Source: an optimization exercise on an open RTL-to-GDS flow (aim: small area). Production flows keep margins and buffers that such runs may drop. At most, simulation tests tie the RTL to the original design; equivalence was not proved. Power figures rest on the tool's default switching activity, not on a simulated workload.

// wb_slave
module wb_slave #(
	parameter ADDR_WIDTH = 16,
	parameter DATA_WIDTH = 32,
	parameter GRANULE = 8,
	parameter REGISTER_NUM = 16,
	localparam SEL_WIDTH = DATA_WIDTH / GRANULE
	) (
	input  wire rst_i,
	input  wire clk_i,
	input  wire [ADDR_WIDTH-1:0] adr_i,
	input  wire [DATA_WIDTH-1:0] dat_i,
	output reg  [DATA_WIDTH-1:0] dat_o,
	input  wire [SEL_WIDTH-1:0]  sel_i,
	input  wire we_i,
	input  wire stb_i,
	output wire ack_o,
	output wire err_o,
	output wire stall_o,
	input  wire cyc_i
	);
	reg [1:0] state;
	reg [3:0] r_adr;
	reg r_oor;
	wire idle = ~state[1] & ~state[0];
	wire in_range = ~|adr_i[ADDR_WIDTH-1:4];
	always @(posedge clk_i) begin
		if (idle) begin
			r_adr <= adr_i[3:0];
			r_oor <= ~in_range;
		end
	end
	always @(posedge clk_i) begin
		state[1] <= ~rst_i & ((state[0] & ~state[1]) | (state[1] & ~state[0] & stb_i));
		state[0] <= ~rst_i & ((~state[1] & stb_i) | (state[1] & state[0]));
	end
	assign   ack_o = state[1] & ~r_oor;
	assign   err_o = state[1] & r_oor;
	assign stall_o = state[1] & state[0];
  ...
make LEC_CHECK=0 CAP_MARGIN=20 CORE_MARGIN=2 CORE_UTILIZATION=40 CTS_BUF_LIST=sky130_fd_sc_hd__clkbuf_16 CTS_CLUSTER_DIAMETER=100 CTS_CLUSTER_SIZE=30 SLEW_MARGIN=20 SYNTH_HIERARCHICAL=1 finish   # period 5.0 ns
run.sh (not shown) runs the stock make flow with config.mk's settings and CLKGATE_MAP_FILE= SYNTH_SCRIPT=/design/flow/synth_recipe.tcl, a recipe that flattens the netlist after the stock synthesis.
Change:
--- a/flow/config.mk
+++ b/flow/config.mk
@@ -10,5 +10,4 @@
 export CORE_UTILIZATION = 40
-export CTS_BUF_LIST = sky130_fd_sc_hd__clkbuf_16
-export CTS_CLUSTER_DIAMETER = 100
-export CTS_CLUSTER_SIZE = 30
+export CTS_BUF_LIST = sky130_fd_sc_hd__clkbuf_4
+export CTS_CLUSTER_SIZE = 50
 export SLEW_MARGIN = 20
Outcome: Utilization goes up by 2.0 points. Worst setup slack got worse by 0.17 ns. Hold slack got worse by 0.013 ns. Synthesized cell count is unchanged. Maximum frequency goes down by 3.5%. Die area does not change. Wire length goes up by 2.8%.
Change:
==> flow/flow/run.sh (new file) <==
#!/bin/bash
# The standard layout (standard.sh, with its standard synthesis), with two
# changes passed to ORFS through its own variables:
#  - port buffers use the smallest buffer cell instead of the resizer's pick;
#  - clock tree: larger sink clusters of clkbuf_16 and no dummy loads.
# The full output of the run goes to layout.log in this folder; ORFS's per-step
# logs stay under orfs/logs/.
set -euo pipefail
export BUFFER_PORTS_ARGS="-buffer_cell sky130_fd_sc_hd__buf_1"
export CTS_ARGS="-sink_clustering_enable -repair_clock_nets -sink_clustering_size 30 -sink_clustering_max_diameter 100 -buf_list sky130_fd_sc_hd__clkbuf_16 -dont_use_dummy_load"
bash standard.sh > layout.log 2>&1
==> flow/standard.sh (new file) <==
#!/bin/bash
# synth_recipe.tcl (not shown) runs the flow's synth.tcl, then flattens the netlist and writes it again
# the make line also repeats each setting of config.mk as NAME=value (left out here)
make -C /OpenROAD-flow-scripts/flow DESIGN_CONFIG=/design/flow/config.mk WORK_HOME=/design/flow/orfs CLKGATE_MAP_FILE= SYNTH_SCRIPT=/design/flow/synth_recipe.tcl "${@:-finish}"
--- a/flow/config.mk
+++ b/flow/config.mk
@@ -10,4 +10,5 @@
 export CORE_UTILIZATION = 40
-export CTS_BUF_LIST = sky130_fd_sc_hd__clkbuf_4
-export CTS_CLUSTER_SIZE = 50
+export CTS_BUF_LIST = sky130_fd_sc_hd__clkbuf_16
+export CTS_CLUSTER_DIAMETER = 100
+export CTS_CLUSTER_SIZE = 30
 export SLEW_MARGIN = 20
removed: flow/run.sh
What happened: Final cell count falls by a little under a tenth; clock power decreases by well over a third; global-route usage is lower by 1.0 points; total power fell by about a fifth; die area stays the same; area after synthesis does not change; worst setup slack is better by 0.58 ns; wire length goes down by a few percent; design area drops by a little under a tenth; flip-flop and latch count is unchanged; combinational power came out lower by roughly a tenth.
Change:
==> flow/run.sh (new file) <==
#!/bin/bash
# synth_recipe.tcl (not shown) runs the flow's synth.tcl, then flattens the netlist and writes it again
# the make line also repeats each setting of config.mk as NAME=value (left out here)
make -C /OpenROAD-flow-scripts/flow DESIGN_CONFIG=/design/flow/config.mk WORK_HOME=/design/flow/orfs CLKGATE_MAP_FILE= SYNTH_SCRIPT=/design/flow/synth_recipe.tcl finish
--- a/flow/config.mk
+++ b/flow/config.mk
@@ -10,5 +10,2 @@
 export CORE_UTILIZATION = 40
-export CTS_BUF_LIST = sky130_fd_sc_hd__clkbuf_16
-export CTS_CLUSTER_DIAMETER = 100
-export CTS_CLUSTER_SIZE = 30
 export SLEW_MARGIN = 20
removed: flow/flow/run.sh
removed: flow/standard.sh
Effect:
- The new run passed the timing, design-rule and antenna checks
- cell area rose by roughly a tenth
- worst hold slack gets better by 0.0037 ns
- area after synthesis stays the same
- flip-flop and latch count is unchanged
- routed wire length rose slightly
- sequential power barely changes
- clock power rose by well over a third
Function was not checked in any run of this note: the RTL went through the layout flow alone.


wb_slave, a different RTL version from the one above (not shown whole).
For scale: ~92 I/O pins, about 0.016 sq mm of cells after synthesis.
Settings: LEC_CHECK=0, CAP_MARGIN=20, CORE_MARGIN=2, CORE_UTILIZATION=40, CTS_BUF_LIST=sky130_fd_sc_hd__clkbuf_16, CTS_CLUSTER_DIAMETER=100, CTS_CLUSTER_SIZE=30, SLEW_MARGIN=20, SYNTH_HIERARCHICAL=1; clock period 5.0 ns.
standard.sh (not shown) runs the stock make flow with config.mk's settings and CLKGATE_MAP_FILE= SYNTH_SCRIPT=/design/flow/synth_recipe.tcl, a recipe that flattens the netlist after the stock synthesis.
==> flow/flow/run.sh <==
#!/bin/bash
# The standard layout (standard.sh, with its standard synthesis), with two
# changes passed to ORFS through its own variables:
#  - port buffers use the smallest buffer cell instead of the resizer's pick;
#  - clock tree: larger sink clusters of clkbuf_16 and no dummy loads.
# The full output of the run goes to layout.log in this folder; ORFS's per-step
# logs stay under orfs/logs/.
set -euo pipefail
export BUFFER_PORTS_ARGS="-buffer_cell sky130_fd_sc_hd__buf_1"
export CTS_ARGS="-sink_clustering_enable -repair_clock_nets -sink_clustering_size 30 -sink_clustering_max_diameter 100 -buf_list sky130_fd_sc_hd__clkbuf_16 -dont_use_dummy_load"
bash standard.sh > layout.log 2>&1
Rerun with:
--- a/flow/flow/run.sh
+++ b/flow/flow/run.sh
@@ -9,2 +9,3 @@
 export BUFFER_PORTS_ARGS="-buffer_cell sky130_fd_sc_hd__buf_1"
+export GPL_KEEP_OVERFLOW=0
 export CTS_ARGS="-sink_clustering_enable -repair_clock_nets -sink_clustering_size 30 -sink_clustering_max_diameter 100 -buf_list sky130_fd_sc_hd__clkbuf_16 -dont_use_dummy_load"
- CORE_UTILIZATION: 40 -> 65
Outcome: Critical path depth goes up by 1; cell area goes down by 2.1%; area after synthesis is unchanged; total power stays flat; wire length goes down by 6.4%; maximum frequency stays flat.

==> what the ideal ports hide <==
How much do the figures lean on ideal ports? The routed layouts below were timed once more, with nothing changed but the port constraints.
Step 1, drivers: a clkbuf_16 drives clk_i and a buf_2 each remaining input, both assumed.
Step 2 also shifts input and output timing later by t, the mid clock arrival at the registers, as if the neighbouring blocks saw the same clock.
a / b / c = ideal ports / drivers / drivers and shift; a / b = the first two.
run | t (ns) | setup WS [ns] | worst setup path after step 2 | slew at the worst register clock pin (ns) | worst data-port slew with drivers (ns)
the first run of note 1 | 0.587 | 0.342 / 0.288 / 0.770 | input to register | 0.12 / 0.12 | 0.08
the second run of note 1 | 0.833 | 0.172 / 0.125 / 0.763 | input to register | 0.07 / 0.07 | 0.08
the third run of note 1 | 0.568 | 0.751 / 0.694 / 1.180 | input to register | 0.12 / 0.12 | 0.10
the fourth run of note 1 | 0.631 | 0.345 / 0.287 / 0.716 | input to register | 0.06 / 0.06 | 0.08
the first run of note 2 | 0.577 | 0.802 / 0.747 / 1.109 | input to register | 0.12 / 0.12 | 0.10
the second run of note 2 | 0.560 | 0.792 / 0.738 / 0.676 | input to register | 0.11 / 0.11 | 0.09
After both steps setup and hold are still met in every run listed. For the second run of note 2, which loses most, drivers alone change the setup slack by -0.054 ns; drivers and shift together by -0.116 ns.
